Context: an optimization exercise on an open-source flow, tuned for small area and a short achievable clock period. The choices shown serve that exercise and are no tape-out recipe. Only simulation tests tie the RTL to the original design; equivalence was not proved. Power is estimated from default activity; no workload was simulated.

`flow/design.v`:
```
`timescale 1ns / 1ps
module mux2 #(parameter width=4)
	(
    input [width-1:0] a,
    input [width-1:0] b,
	input s,
    output [width-1:0] y
    );
assign	y=s?b:a;
endmodule
`timescale 1ns / 1ps
module mux4 #(parameter width=4)
	(
    input [width-1:0] a,
    input [width-1:0] b,
	input [width-1:0] c,
    input [width-1:0] d,
    input [1:0] s,
    output [width-1:0] y
    );
assign	y=s[0]?(s[1]?d:b):(s[1]?c:a);
endmodule
`timescale 1ns / 1ps
module flop_enr #(parameter width=1)
	(
    input [width-1:0] d,
    input clk,
    input en,
    input rst,
    output reg [width-1:0] q
    );
always @(posedge clk)
begin
	if(rst)		q<=0;
	else 
	begin
		if(!en)	q<=q;
		else	q<=d; 
	end
end
endmodule
`timescale 1ns / 1ps
module flop_r #(parameter width=1)
	(
    input [width-1:0] d,
    input clk,
    input rst,
    output  reg [width-1:0] q
    );
always @(posedge clk)
if(rst)		q<=0;
else		q<=d;
endmodule
`timescale 1ns / 1ps
module alu #(parameter width=16)
	(
    input [width-1:0] a,
    input [width-1:0] b,
    input [3:0] alu_op,
    output reg [width-1:0] y,
	output  alu_z
    );
wire 	[width-1:0] slt,temp;
parameter	set=16'h0001,clear=16'b0;
parameter add=4'b0000 , sub=4'b0001 , mul=4'b0010 , shr=4'b0011 , sl_t=4'b0100 , x_or=4'b0101 , o_r=4'b0110 , a_nd=4'b0111 , lui=4'b1100, beq=4'b1111 ;
assign	temp=a-b;
assign	slt=(a[15]^b[15])?((a[15])?set:clear):(temp[15]?set:clear);
always@(*)
case(alu_op)
     add:	y<=a+b;
	 sub:	y<=temp;
     mul:	y<=a*b;
     shr:	y<={a[15],a[15:1]};
     sl_t:	y<=slt;
     x_or:	y<=a^b;
     o_r:	y<=a|b;
     a_nd:	y<=a&b;
	 lui:	y<={b[7:0],8'b0};
	 beq:   y<=a^b;
     default:	y<=clear;
endcase
assign alu_z=(alu_op==beq && y==16'b0)?1'b1:1'b0;
endmodule
`timescale 1ns / 1ps
module regfile #(parameter width=16)
	(
    input [3:0] rr1,
    input [3:0] rr2,
    input [3:0] wr,
    input [width-1:0] wd,
    input clk,
    input rst,
    input we,
    output [width-1:0] dr1,
    output [width-1:0] dr2
    );
reg	 [width-1:0] mem [width-1:0];
integer i;
wire [width-1:0] rd1,rd2;
always @(posedge clk)
if(rst) begin
	for(i=0;i<16;i=i+1) mem[i]<=0;
end
else if(we)	mem[wr]<=wd;
assign	rd1=(we && wr==rr1)?wd:mem[rr1];
assign	rd2=(we && wr==rr2)?wd:mem[rr2];
assign	dr1=rr1?((&rr1)?16'hffff:rd1):16'b0;
assign	dr2=rr2?((&rr2)?16'hffff:rd2):16'b0;	
endmodule
`timescale 1ns / 1ps
module decoder(
    input [15:0] add,
    input en,
    output reg [1:0] y
    );
always@(*)
if(en) begin
if(&add[15:13]) y<=2'b10;
else            y<=2'b01;
end
else   y<=2'b00;
endmodule
`timescale 1ns / 1ps
module bankselection(
    input bank_en,
    input rst,
    input clk,
    output [1:0] q
    );
reg [1:0] state,nextstate;
always @(posedge clk)
if(rst) state<=2'b0;
else    state<=nextstate;
always @(state or bank_en)
case (state)
2'b00:      if(bank_en) nextstate<=2'b01;
            else        nextstate<=2'b00;
2'b01:	    if(bank_en) nextstate<=2'b10;
            else        nextstate<=2'b01;
2'b10:      if(bank_en) nextstate<=2'b11;
            else        nextstate<=2'b10;	
2'b11:      if(bank_en) nextstate<=2'b00;
            else        nextstate<=2'b11;
default:                nextstate<=2'b00;
endcase
assign  q=(bank_en)?nextstate:state;
endmodule
`timescale 1ns / 1ps
module datapath #(parameter numbits=16)
	(
	input stall_cmis,
	input [15:0] datamem_readdata,
	input stall_dummy,
	input flush_T_mis,
	input flush_NT_mis,
	input mem_we,
    input rst,
    input pc_src,
	input stall_ld,
	input flush_ir,
    input bank_en,
    input rr1_src,
    input rr2_src,
    input wr_src,
    input format_sel,
    input rfile_we,
	input [1:0] dr1_src,
	input [1:0] dr2_src,
    input alu_src,
    input [3:0] alu_op,
	input wd_src,
    input clk,
    input [15:0] imem_data,
	output [numbits-1:0] datamem_writedata,        
    output [3:0] opcode,
    output alu_z,
	output [3:0] rr1,
	output [3:0] rr2,
	output [3:0] wr_exe,
	output [3:0] wr_mem,
	output io_we,
	output modified_mem_we,
	output [15:0] datamem_add,
	output [15:0] imem_addr
    );
wire   [numbits-1:0] mux2_8_in1,mux2_8_out,ir_in,mem_in,pc_in,alu_in2,dr1_out,dr2_out,mux2_5_out,mux2_7_out,pc_out,ir_out;
wire   [51:0] exe_out;
wire   [35:0] mem_out;
wire   [31:0] exe_in; 
wire   [35:0] wb_out;
wire   [11:0] dec_in;
wire   [27:0] dec_out;
wire   [1:0] adder_2_in1;
wire   ir_rst,dec_rst,exe_rst,flush_temp;
flop_enr   #(numbits) 	 pc(pc_in,clk,(stall_ld&stall_dummy&stall_cmis),rst,pc_out);
flop_enr   #(numbits) 	 ir(ir_in,clk,(stall_ld&stall_cmis),ir_rst,ir_out);
flop_enr   #(28) 		 dec({{8{ir_out[7]}},ir_out[7:0],dec_in},clk,(stall_ld&stall_cmis),dec_rst,dec_out);
flop_enr   #(52) 		 exe({dec_out[27:12],exe_in,dec_out[3:0]},clk,stall_cmis,exe_rst,exe_out);
flop_enr   #(36)	     mem({exe_out[35:20],mem_in,exe_out[3:0]},clk,(stall_dummy&stall_cmis),rst,mem_out);
flop_r	   #(36) 		 wb({datamem_readdata,mem_out[19:4],mem_out[3:0]},clk,rst,wb_out);
assign imem_addr=pc_out;
assign ir_in=imem_data;
mux2	   #(numbits)    mux2_1((pc_out+16'd1),(pc_out+mux2_5_out),pc_src,mux2_8_in1);
mux2       #(numbits)    mux2_8(mux2_8_in1,(pc_out+(exe_out[51:36]-16'd2)),flush_T_mis,mux2_8_out);
mux2	   #(numbits)    mux2_9(mux2_8_out,(pc_out-(exe_out[51:36]+16'd1)),flush_NT_mis,pc_in);
or                       or_2(ir_rst,rst,flush_temp);
or                       or_8(flush_temp,flush_T_mis,flush_ir);
bankselection            bank_selection(bank_en,rst,clk,adder_2_in1);
mux2	   #(4)			 mux2_2(ir_out[3:0],{2'b0,ir_out[9:8]},wr_src,dec_in[3:0]);
mux2	   #(4)			 mux2_3({adder_2_in1,ir_out[11:10]},ir_out[11:8],rr1_src,dec_in[7:4]);
mux2	   #(4)			 mux2_4({adder_2_in1,ir_out[9:8]},ir_out[7:4],rr2_src,dec_in[11:8]);
mux2	   #(numbits)	 mux2_5({{8{ir_out[7]}},ir_out[7:0]},{{4{ir_out[11]}},ir_out[11:0]},format_sel,mux2_5_out);
or                       or_3(dec_rst,rst,flush_T_mis);
regfile    #(numbits)    reg_file(dec_out[7:4],dec_out[11:8],wb_out[3:0],mux2_7_out,clk,rst,rfile_we,dr1_out,dr2_out);
mux4	   #(numbits)    mux4_2(mem_out[19:4],mem_in[15:0],dr1_out,datamem_readdata,dr1_src,exe_in[15:0]);
mux4       #(numbits)    mux4_3(mem_out[19:4],mem_in[15:0],dr2_out,datamem_readdata,dr2_src,exe_in[31:16]);
or                       or_4(exe_rst,rst,flush_T_mis);
mux2	   #(numbits)	 mux2_6(exe_out[35:20],exe_out[51:36],alu_src,alu_in2);
alu		   #(numbits)    ALU(exe_out[19:4],alu_in2,alu_op,mem_in[15:0],alu_z);
decoder 				 decoder_1(mem_out[19:4],mem_we,{io_we,modified_mem_we});
mux2	   #(numbits)	 mux2_7(wb_out[19:4],wb_out[35:20],wd_src,mux2_7_out); 
assign opcode=ir_out[15:12];
assign rr1=dec_out[7:4];
assign rr2=dec_out[11:8];
assign wr_exe=exe_out[3:0];
assign wr_mem=mem_out[3:0];
assign datamem_add=mem_out[19:4];
assign datamem_writedata=mem_out[35:20];
endmodule
`timescale 1ns / 1ps
module control_unit(
    input B_taken, 
    input [3:0] aluop_cdec, 
    input [3:0] opcode,
	input clk,
	input rst,
	output reg pc_src,
    output reg rr1_src,
    output reg rr2_src,
    output reg wr_src,
    output reg format_sel,
    output reg [9:0] c_dec_in,
	output reg flush_ir,
	output bank_en
    );
parameter add=4'b0000, sub=4'b0001, mul=4'b0010, shr=4'b0011, slt=4'b0100, xo_r=4'b0101, o_r=4'b0110, a_nd=4'b0111, adi=4'b1000, st=4'b1001, ld=4'b1010, div=4'b1011, lui=4'b1100, beq=4'b1101, jmp=4'b1110 , jal=4'b1111;
always @(*)
case(opcode[3:0])
add:   begin pc_src<=1'b0;rr1_src<=1'b1;rr2_src<=1'b1;wr_src<=1'b0;c_dec_in[0]<=1'b0;c_dec_in[4:1]<=opcode;c_dec_in[5]<=1'b0;c_dec_in[6]<=1'b0;c_dec_in[7]<=1'b1;flush_ir<=1'b0;format_sel<=1'b0;c_dec_in[8]<=1'b0;c_dec_in[9]<=1'b0;end
sub:   begin pc_src<=1'b0;rr1_src<=1'b1;rr2_src<=1'b1;wr_src<=1'b0;c_dec_in[0]<=1'b0;c_dec_in[4:1]<=opcode;c_dec_in[5]<=1'b0;c_dec_in[6]<=1'b0;c_dec_in[7]<=1'b1;flush_ir<=1'b0;format_sel<=1'b0;c_dec_in[8]<=1'b0;c_dec_in[9]<=1'b0;end
mul:   begin pc_src<=1'b0;rr1_src<=1'b1;rr2_src<=1'b1;wr_src<=1'b0;c_dec_in[0]<=1'b0;c_dec_in[4:1]<=opcode;c_dec_in[5]<=1'b0;c_dec_in[6]<=1'b0;c_dec_in[7]<=1'b1;flush_ir<=1'b0;format_sel<=1'b0;c_dec_in[8]<=1'b0;c_dec_in[9]<=1'b0;end
shr:   begin pc_src<=1'b0;rr1_src<=1'b1;rr2_src<=1'b1;wr_src<=1'b0;c_dec_in[0]<=1'b0;c_dec_in[4:1]<=opcode;c_dec_in[5]<=1'b0;c_dec_in[6]<=1'b0;c_dec_in[7]<=1'b1;flush_ir<=1'b0;format_sel<=1'b0;c_dec_in[8]<=1'b0;c_dec_in[9]<=1'b1;end
slt:   begin pc_src<=1'b0;rr1_src<=1'b1;rr2_src<=1'b1;wr_src<=1'b0;c_dec_in[0]<=1'b0;c_dec_in[4:1]<=opcode;c_dec_in[5]<=1'b0;c_dec_in[6]<=1'b0;c_dec_in[7]<=1'b1;flush_ir<=1'b0;format_sel<=1'b0;c_dec_in[8]<=1'b0;c_dec_in[9]<=1'b0;end
xo_r:  begin pc_src<=1'b0;rr1_src<=1'b1;rr2_src<=1'b1;wr_src<=1'b0;c_dec_in[0]<=1'b0;c_dec_in[4:1]<=opcode;c_dec_in[5]<=1'b0;c_dec_in[6]<=1'b0;c_dec_in[7]<=1'b1;flush_ir<=1'b0;format_sel<=1'b0;c_dec_in[8]<=1'b0;c_dec_in[9]<=1'b0;end
o_r:   begin pc_src<=1'b0;rr1_src<=1'b1;rr2_src<=1'b1;wr_src<=1'b0;c_dec_in[0]<=1'b0;c_dec_in[4:1]<=opcode;c_dec_in[5]<=1'b0;c_dec_in[6]<=1'b0;c_dec_in[7]<=1'b1;flush_ir<=1'b0;format_sel<=1'b0;c_dec_in[8]<=1'b0;c_dec_in[9]<=1'b0;end
a_nd:  begin pc_src<=1'b0;rr1_src<=1'b1;rr2_src<=1'b1;wr_src<=1'b0;c_dec_in[0]<=1'b0;c_dec_in[4:1]<=opcode;c_dec_in[5]<=1'b0;c_dec_in[6]<=1'b0;c_dec_in[7]<=1'b1;flush_ir<=1'b0;format_sel<=1'b0;c_dec_in[8]<=1'b0;c_dec_in[9]<=1'b0;end
adi:   begin flush_ir<=1'b0;pc_src<=1'b0;rr1_src<=1'b0;rr2_src<=1'b0;wr_src<=1'b1;format_sel<=1'b0;c_dec_in[0]<=1'b1;c_dec_in[4:1]<=4'b0000;c_dec_in[5]<=1'b0;c_dec_in[6]<=1'b0;c_dec_in[7]<=1'b1;c_dec_in[8]<=1'b0;c_dec_in[9]<=1'b1;end
st:	   begin flush_ir<=1'b0;pc_src<=1'b0;rr1_src<=1'b0;rr2_src<=1'b0;format_sel<=1'b0;c_dec_in[0]<=1'b1;c_dec_in[4:1]<=4'b0000;c_dec_in[5]<=1'b1;c_dec_in[7]<=1'b0;wr_src<=1'b1;c_dec_in[6]<=1'b0;c_dec_in[8]<=1'b0;c_dec_in[9]<=1'b0;end
ld:    begin flush_ir<=1'b0;pc_src<=1'b0;rr1_src<=1'b0;rr2_src<=1'b0;wr_src<=1'b1;format_sel<=1'b0;c_dec_in[0]<=1'b1;c_dec_in[4:1]<=4'b0000;c_dec_in[5]<=1'b0;c_dec_in[6]<=1'b1;c_dec_in[7]<=1'b1;c_dec_in[8]<=1'b1;c_dec_in[9]<=1'b1;end
div:   begin pc_src<=1'b0;rr1_src<=1'b1;rr2_src<=1'b1;wr_src<=1'b0;c_dec_in[0]<=1'b0;c_dec_in[4:1]<=opcode;c_dec_in[5]<=1'b0;c_dec_in[6]<=1'b0;c_dec_in[7]<=1'b1;flush_ir<=1'b0;format_sel<=1'b0;c_dec_in[8]<=1'b0;c_dec_in[9]<=1'b0;end
lui:   begin flush_ir<=1'b0;pc_src<=1'b0;rr1_src<=1'b0;rr2_src<=1'b0;wr_src<=1'b1;format_sel<=1'b0;c_dec_in[0]<=1'b1;c_dec_in[4:1]<=4'b1100;c_dec_in[5]<=1'b0;c_dec_in[6]<=1'b0;c_dec_in[7]<=1'b1;c_dec_in[8]<=1'b0;c_dec_in[9]<=1'b0;end
beq:   begin flush_ir<=(B_taken);rr1_src<=1'b0;rr2_src<=1'b0;wr_src<=1'b1;format_sel<=1'b0;c_dec_in[0]<=1'b0;c_dec_in[4:1]<=4'b1111;c_dec_in[5]<=1'b0;c_dec_in[7]<=1'b0;c_dec_in[6]<=1'b0;c_dec_in[8]<=1'b0;c_dec_in[9]<=1'b0;pc_src<=(B_taken);end
jmp:   begin pc_src<=1'b1;format_sel<=1'b1;flush_ir<=1'b1;rr1_src<=1'b1;rr2_src<=1'b1;wr_src<=1'b0;c_dec_in[0]<=1'b0;c_dec_in[4:1]<=4'b0000;c_dec_in[6]<=1'b0;c_dec_in[8]<=1'b0;c_dec_in[9]<=1'b0;
c_dec_in[5]<=1'b0;c_dec_in[7]<=1'b0;end
jal:   begin pc_src<=1'b1;format_sel<=1'b1;flush_ir<=1'b1;rr1_src<=1'b1;rr2_src<=1'b1;wr_src<=1'b0;c_dec_in[0]<=1'b0;c_dec_in[4:1]<=4'b0000;c_dec_in[6]<=1'b0;c_dec_in[8]<=1'b0;c_dec_in[9]<=1'b0;
c_dec_in[5]<=1'b0;c_dec_in[7]<=1'b0;end
default: begin flush_ir<=1'b0;pc_src<=1'b0;c_dec_in[5]<=1'b0;c_dec_in[7]<=1'b0;format_sel<=1'b0;c_dec_in[6]<=1'b0;c_dec_in[4:1]<=4'b0000;c_dec_in[0]<=1'b0;rr1_src<=1'b1;rr2_src<=1'b1;wr_src<=1'b0;c_dec_in[8]<=1'b0;c_dec_in[9]<=1'b0;end
endcase
assign bank_en=(aluop_cdec==4'b0011 && opcode[3]==1'b1 && opcode[2:1]!=2'b11)?1'b1:1'b0;
endmodule
`timescale 1ns / 1ps
module controlpath(
input stall_cmis,
input  [15:0] datamem_writedata,
    input flush_T_mis,
    input B_taken,
    input [3:0] opcode,
	input clk,
	input rst,
	input stall_ld,
    output rr1_src,
    output rr2_src,
    output wr_src,
    output format_sel,
    output rfile_we,
    output alu_src,
    output [3:0] alu_op,
    output mem_we,
    output wd_src,
	output flush_ir,
	output pc_src,
	output load_cexe,
	output load_cmem,
	output forget_scr2,
	output rfile_we_cexe,
	output rfile_we_cmem,
	output bank_en,
	output stall_dummy
    );
wire [9:0] c_dec_in;
wire [8:0] c_dec_out;
wire [1:0] c_exe_out;
wire c_mem_out,flush_cexe,c_dec_rst,c_exe_rst,temp_rst;
flop_enr #(10)		c_dec(c_dec_in,clk,stall_ld,c_dec_rst,{forget_scr2,c_dec_out});		
flop_r   #(9)		c_exe(c_dec_out,clk,c_exe_rst,{load_cexe,rfile_we_cexe,c_exe_out,alu_op,alu_src});
flop_r   #(4) 		c_mem({load_cexe,rfile_we_cexe,c_exe_out},clk,rst,{load_cmem,rfile_we_cmem,c_mem_out,mem_we});
flop_r	 #(2)       c_wb({rfile_we_cmem,c_mem_out},clk,(rst|(~stall_cmis)),{rfile_we,wd_src});
control_unit        controller(B_taken,c_dec_out[4:1],opcode,clk,rst,pc_src,rr1_src,rr2_src,wr_src,format_sel,c_dec_in,flush_ir,bank_en);
or                  or_1(c_exe_rst,temp_rst,flush_cexe);
or                  or_5(c_dec_rst,rst,flush_T_mis);
or                  or_6(temp_rst,rst,flush_T_mis);
not					not_1(flush_cexe,stall_ld);
assign stall_dummy=(datamem_writedata==16'h0a18)?1'b0:1'b1;
endmodule
`timescale 1ns / 1ps
module hazardunit(
    input [3:0] rr1,
    input [3:0] rr2,
    input [3:0] wr_exe,
    input [3:0] wr_mem,
    input load_cexe,
	input load_cmem,	
	input forget_src2,
	input rfile_we_cexe,
	input rfile_we_cmem,
    input rst,
    input clk,
    output [1:0] dr1_src,
    output [1:0] dr2_src,
    output stall_ld
    );
reg state,nextstate;
wire l;  
assign		dr1_src=(rr1==wr_exe && rfile_we_cexe==1'b1)?2'b01:((rr1==wr_mem && rfile_we_cmem==1'b1)?((load_cmem)?2'b11:2'b00):2'b10);
assign		dr2_src=(rr2==wr_exe && forget_src2==1'b0 && rfile_we_cexe==1'b1)?2'b01:((rr2==wr_mem && forget_src2==1'b0 && rfile_we_cmem==1'b1)?((load_cmem==1'b1)?2'b11:2'b00):2'b10);
assign      l=(rr1==wr_exe && load_cexe==1'b1 || (rr2==wr_exe && forget_src2==1'b0 && load_cexe==1'b1))?1'b1:1'b0;
always @(posedge clk)
if(rst)	state<=1'b0;
else    state<=nextstate;
always @(l or state)		
case (state)
1'b0:   if(l) nextstate<=1'b1;
		else  nextstate<=1'b0;
1'b1:   if(l) nextstate<=1'b0;
		else  nextstate<=1'b0;
endcase
assign  stall_ld=state | ~l;
endmodule
`timescale 1ns / 1ps
module branchprediction(
	input [3:0] alu_op,
    input alu_z,
    input rst,
    input clk,
    output B_taken,
	output flush_T_mis,
	output flush_NT_mis
    );
parameter strong_NT=2'b00, weak_NT=2'b11, weak_T=2'b01, strong_T=2'b10;
reg [1:0] state,nextstate;
always @(posedge clk)
if(rst)  state<=2'b00;
else     state<=nextstate;
always @(*)
case(state)
strong_NT: if(alu_z) nextstate<=weak_NT;
           else      nextstate<=strong_NT;
weak_NT:   begin if(alu_z) nextstate<=weak_T;
		   else if ((!alu_z) && (|alu_op)) nextstate<=strong_NT;
		   else      nextstate<=weak_NT;end
weak_T:    begin if(alu_z) nextstate<=strong_T;
		   else if ((!alu_z) && (|alu_op)) nextstate<=weak_NT;
		   else      nextstate<=weak_T;end
strong_T:  begin if(alu_z) nextstate<=strong_T;
		   else if ((!alu_z) && (|alu_op)) nextstate<=weak_T;
		   else      nextstate<=strong_T;end
endcase
assign   B_taken=state[0]^state[1];
assign   flush_T_mis=(((state==strong_NT && (alu_z)))||(state==weak_NT && (alu_z))||(state==weak_T && (!alu_z) && (|alu_op))||(state==strong_T && (!alu_z) && (|alu_op)))?1'b1:1'b0;
assign   flush_NT_mis=((state==weak_T && (!alu_z) && (|alu_op))||(state==strong_T && (!alu_z) && (|alu_op)))?1'b1:1'b0;
endmodule
`timescale 1ns / 1ps
module risc_core(
    input clk,
    input rst,
    output [15:0] imem_addr,
    input  [15:0] imem_data,
    output [15:0] dmem_addr,
    output [15:0] dmem_wdata,
    output dmem_we,
    output dmem_re,
    output io_we,
    input  [15:0] dmem_rdata,
    input  mem_ready
    );
wire   stall_cmis;
wire   pc_src,stall_ld,rr1_src,rr2_src,wr_src,format_sel,rfile_we,alu_src,wd_src,load_cexe,load_cmem,forget_src2,rfile_we_cexe,rfile_we_cmem,bank_en,B_taken,alu_z,stall_dummy,flush_NT_mis,flush_T_mis,flush_ir,mem_we;
wire   [1:0] dr1_src,dr2_src;
wire   [3:0] alu_op,opcode,rr1,rr2,wr_exe,wr_mem;
wire   [15:0] cache_writedata,cache_add;
assign stall_cmis=mem_ready;
datapath    #(16) data_path(stall_cmis,dmem_rdata,stall_dummy,flush_T_mis,flush_NT_mis,mem_we,rst,pc_src,stall_ld,flush_ir, bank_en,rr1_src,rr2_src,wr_src,format_sel,rfile_we,dr1_src,dr2_src,alu_src,alu_op,wd_src,clk,imem_data,cache_writedata,opcode,alu_z,rr1,rr2,wr_exe,wr_mem,io_we,dmem_we,cache_add,imem_addr);
controlpath       control_path(stall_cmis,cache_writedata,flush_T_mis,B_taken,opcode,clk,rst,stall_ld,rr1_src,rr2_src,wr_src,format_sel,rfile_we,alu_src,alu_op,mem_we,wd_src,flush_ir,pc_src,load_cexe,load_cmem,forget_src2,rfile_we_cexe,rfile_we_cmem,bank_en,stall_dummy);
hazardunit        hazard_unit(rr1,rr2,wr_exe,wr_mem,load_cexe,load_cmem,forget_src2,rfile_we_cexe,rfile_we_cmem,rst,clk,dr1_src,dr2_src,stall_ld);
branchprediction  branch_prediction(alu_op,alu_z,rst,clk,B_taken,flush_T_mis,flush_NT_mis);
assign dmem_addr=cache_add;
assign dmem_wdata=cache_writedata;
assign dmem_re=load_cmem;
endmodule
```
`flow/run.sh`:
```
#!/bin/bash
# synth_recipe.tcl (not shown) runs the flow's synth.tcl, then flattens the netlist and writes it again
# the make line also repeats each setting of config.mk as NAME=value (left out here)
make -C /OpenROAD-flow-scripts/flow DESIGN_CONFIG=/design/flow/config.mk WORK_HOME=/design/flow/orfs CLKGATE_MAP_FILE= SYNTH_SCRIPT=/design/flow/synth_recipe.tcl finish
```
`flow/config.mk`:
```
export PLATFORM = sky130hd
export DESIGN_NAME = risc_core
export DESIGN_NICKNAME = risc_core
export VERILOG_FILES = /design/flow/design.v
export SDC_FILE = /design/flow/constraint.sdc
export NUM_CORES = 4
export LEC_CHECK = 0
export CAP_MARGIN = 20
export CORE_MARGIN = 2
export CORE_UTILIZATION = 40
export SLEW_MARGIN = 20
```
`flow/constraint.sdc`:
```
create_clock -name core_clock -period 12.0 [get_ports {clk}]
set_input_delay 2.4000 -clock core_clock [delete_from_list [all_inputs] [get_ports {clk}]]
set_output_delay 2.4000 -clock core_clock [all_outputs]
set_load 0.01 [all_outputs]
```
==> summary.txt <==
[synth_stat cells, drive strengths merged, types with 10 or more instances]
master	count	area (um^2)
nand3	32	160
clkbuf	165	622
nor3	36	180
xor2	33	289
a21o	13	97.6
a311oi	10	87.6
and2	19	119
xnor2	72	631
o21ai	93	465
o31ai	11	87.6
or3	10	62.6
mux4	161	3630
nor2	549	2070
o21a	11	82.6
mux2i	61	677
dfxtp	203	4060
o22ai	19	119
and3	13	86.3
nand2	277	1040
a211oi	63	488
a21oi	215	1080
buf	83	492
ha	121	1510
mux2	13	146
nor2b	53	332
fa	83	1660
nor4	17	113
edfxtp	256	7690
nand2b	33	206
inv	191	717
[power breakdown]
group / internal (W) / switching [W] / total (W) / leakage, nW
combinational: 0.000314 / 0.000493 / 0.000807 / 7.18
clock: 0.000804 / 0.000663 / 0.00147 / 0.743
sequential: 0.00172 / 0.0000789 / 0.00180 / 4.31
total: 0.00284 / 0.00123 / 0.00407 / 12.2
[cells by family (layout without fill, tap and decap cells)]
| kind of cell | count (synthesis) | in the layout |
|---|---|---|
| compound gates | 537 | 537 |
| xor+xnor | 106 | 106 |
| fa+ha+maj | 204 | 204 |
| buf+inv | 439 | 462 |
| flops | 459 | 459 |
| mux | 235 | 235 |
| other cells | 0 | 2 |
| simple gates | 1084 | 1084 |
[sequential cells by signal, summed over array words and instances, names as in the netlist, named ones only]
signal                          flops
branch_prediction.state             2
control_path.c_dec.q                9
control_path.c_exe.q                8
control_path.c_mem.q                3
control_path.c_wb.q                 2
data_path.bank_selection.state      2
data_path.dec.q                    20
data_path.exe.q                    44
data_path.ir.q                     16
data_path.mem.q                    36
data_path.pc.q                     16
data_path.reg_file.mem            256
data_path.wb.q                     36
hazard_unit.state                   1
[worst register-to-register path: cells and delay by family, from the launching register on]
family	cells	cell delay, ps
and+or+nand+nor	10	1880
xor gates and xnor gates	8	1650
muxes	2	610
AOI/OAI and AO/OA	12	2280
buffers and inverters	5	610
adders and majority gates	9	3740
DFF	1	350
[metal layers]
layer	up-vias	routed length [um]
met5	-	0
met1	11800	41600
met4	0	3480
met2	1142	45800
li1	10700	-
met3	218	9300
[final timing paths]
| kind | from | to | slack, ps |
|---|---|---|---|
| max reg2reg | control_path.c_exe.q[0] | data_path.pc.q[15] | 830 |
| min | data_path.dec.q[2] | data_path.dec.q[2] | 450 |
| min reg2reg | data_path.dec.q[2] | data_path.dec.q[2] | 450 |
| max | control_path.c_exe.q[0] | data_path.pc.q[15] | 830 |
[stage by stage]
| step | util (%) | std cells | cell area, um^2 | hold slack (ps) |
|---|---|---|---|---|
| 2_1_floorplan | - | 3064 | 30200 | 414 |
| 3_3_place_gp | 42.8 | 3966 | 32000 | 441 |
| 3_5_place_dp | 42.8 | 3966 | 32000 | 445 |
| 4_1_cts | 44.8 | 4052 | 33500 | 453 |
| 5_1_grt | 45.0 | 4056 | 33600 | 468 |
| 6_report | 45.0 | 4058 | 33600 | 451 |
[placed cells by master (no fill, tap or decap), drive strengths merged, types with 53 or more instances in the layout]
cell / count
nor2b: 53
mux2i: 61
fa: 83
clkbuf: 59
nand2: 277
a21oi: 215
inv: 193
edfxtp: 256
clkdlybuf4s50: 83
nor2: 549
ha: 121
a211oi: 63
buf: 102
o21ai: 93
xnor2: 72
dfxtp: 203
mux4: 161
[area by class of cell]
cell class | count | area (um^2) | area share [%]
Timing Repair Buffer | 185 | 1630 | 4.86
Sequential cell | 459 | 11800 | 35.0
Clock inverter | 27 | 254 | 0.756
Inverter | 191 | 717 | 2.13
Tap cell | 969 | 1210 | 3.61
Antenna cell | 2 | 5.00 | 0.0149
Clock buffer | 59 | 1270 | 3.79
Multi-Input combinational cell | 2166 | 16700 | 49.8
[timing repair]
action	4_1_cts	5_1_grt
resized for setup	0	4
setup buffers	0	4
setup endpoints to repair	0	1
==> flow_metrics.tcl <==
set metrics [dict create \
    status "timing/DRC/antenna clean" \
    min_path_cells 2 \
    synth_compound_area_share_pct 11.2 \
    cts_made_buffers 48 \
    cp_num_buf_inv 5 \
    worst_slew_pin_slew_ps 1190 \
    syn-num-nets 3303 \
    use_met3_pct 4.59 \
    n_fill_cell 7013 \
    hold_viol 0 \
    synth_area_um2 30200 \
    cts_tree "yes" \
    worst_ep_required_time_ps 12530 \
    core-area_um2 74700 \
    synth_top_family_by_area "simple AND/OR/NAND/NOR gates" \
    first_pass_iters 6 \
    syn-instance-count 3064 \
    crit_path_max_fanout 14 \
    dp_worst_setup_slack_ps 455 \
    synth_edf_count 256 \
    fin_crit_ps 11170 \
    cts_max_level 2 \
    slowest_delay_ps 520 \
    critPathKind "register to register" \
    die_width_um 279 \
    async_flop_share_pct 0 \
    synthSimpleGateAreaFrac_pct 15.6 \
    synth_xor_xnor_area_share_pct 3.12 \
    postRouteWirelength_mm 100 \
    synthMuxAreaShare_pct 14.7 \
    fin_tns_setup_ps 0 \
    grt_start_max_net_pins 81 \
    ctsHoldBuffers 0 \
    grt_pass1_vias 23400 \
    hold_class "register to register" \
    yosysWarnings 16 \
    fin_skew_ps 48.4 \
    core.rowCount 100 \
    worstPathArrival_ps 11700 \
    drt_iter0_markers 2573 \
    ios 86 \
    drcViolationCount 0 \
    power_w 0.00407 \
    grt.busiest_layer "met2" \
    synth_cell_types 88 \
    hpwlAfterDp_mm 70.3 \
    port_buffers 85 \
    path_clk_slew_ps 60 \
    irDropWorstVdd_uv 105 \
    nets 3290 \
    dieArea_um2 77800 \
    worstRegToRegCells 46 \
    synth_ff_type "edfxtp_1" \
    viasPerCell 5.88 \
    ant_nets 0 \
    cp-start-kind "register" \
    ys_seq_area_share_pct 38.9 \
    antenna_found_initial 1 \
    routed-via-count 23900 \
    clock.fmax_mhz 89.5 \
    setup_violations 0 \
    syn-mean-instance-area_um2 9.87 \
    leakagePower_nw 12.2 \
    wire_per_inst_um 24.7 \
    drive_gt1_share_pct 12.9 \
    gr-total-overflow 0 \
    layout_setup_ws_ps 828 \
    gp_congestion 1.06 \
    rsz0062_at_grt "false" \
    syn_to_final_growth_pct 11.0 \
    root_buffer "clkbuf_16" \
    start_util_pct 40.5 \
    finalMaxSlewViolations 0 \
    grt_pass1_wl_mm 149 \
    crit_family "adder cells" \
    slew_headroom_pct 19.8 \
    worst-path-stages 46 \
    fin_crit_sh_pct 93.1 \
    synthAdderAreaFrac_pct 10.5 \
    gr-usage-met2_pct 40.6 \
    crit_path_end_kind "register" \
    clkLatencyLatePin_ps 630 \
    grt_use_met1_pct 35.1 \
    synth_seq_cells 459 \
    clockBufferDepth 3 \
    max-cap-violations 0 \
    slowest_stage "fa_1" \
    dieHeight_um 279 \
    grt_usage_pct 25.5 \
    cts.sinks 459 \
    p_per_area_nw_per_um2 121 \
]

==> separate check: timing with driven ports <==
The flow's constraints put no driver on any port. The routed layout listed below was extracted and timed again, unchanged, in two steps.
Step 1 (the two cells are an assumption about what drives the block):
set clk [get_ports {clk}]
set_driving_cell -lib_cell sky130_fd_sc_hd__clkbuf_16 $clk
set_driving_cell -lib_cell sky130_fd_sc_hd__buf_2 [delete_from_list [all_inputs] $clk]
Step 2 adds t to the input delays and takes it off the output delays; t is the mean of the earliest and latest rising clock arrival at the registers after step 1. Input paths then give back, and output paths get back, about the clock's delay inside the block.
a / b / c = no drivers / after step 1 / after step 2; a / b = the first two.
t (ns): 0.667
slack for setup (ns): 0.828 / 0.828 / 0.828
worst setup path at the end: register to register
slew at the worst register clock pin (ns): 0.07 / 0.07
worst data-port slew with drivers (ns): 0.05
After both steps setup and hold are still met in this run. For this run, drivers alone change the setup slack by 0.000 ns; drivers and shift together by 0.000 ns.
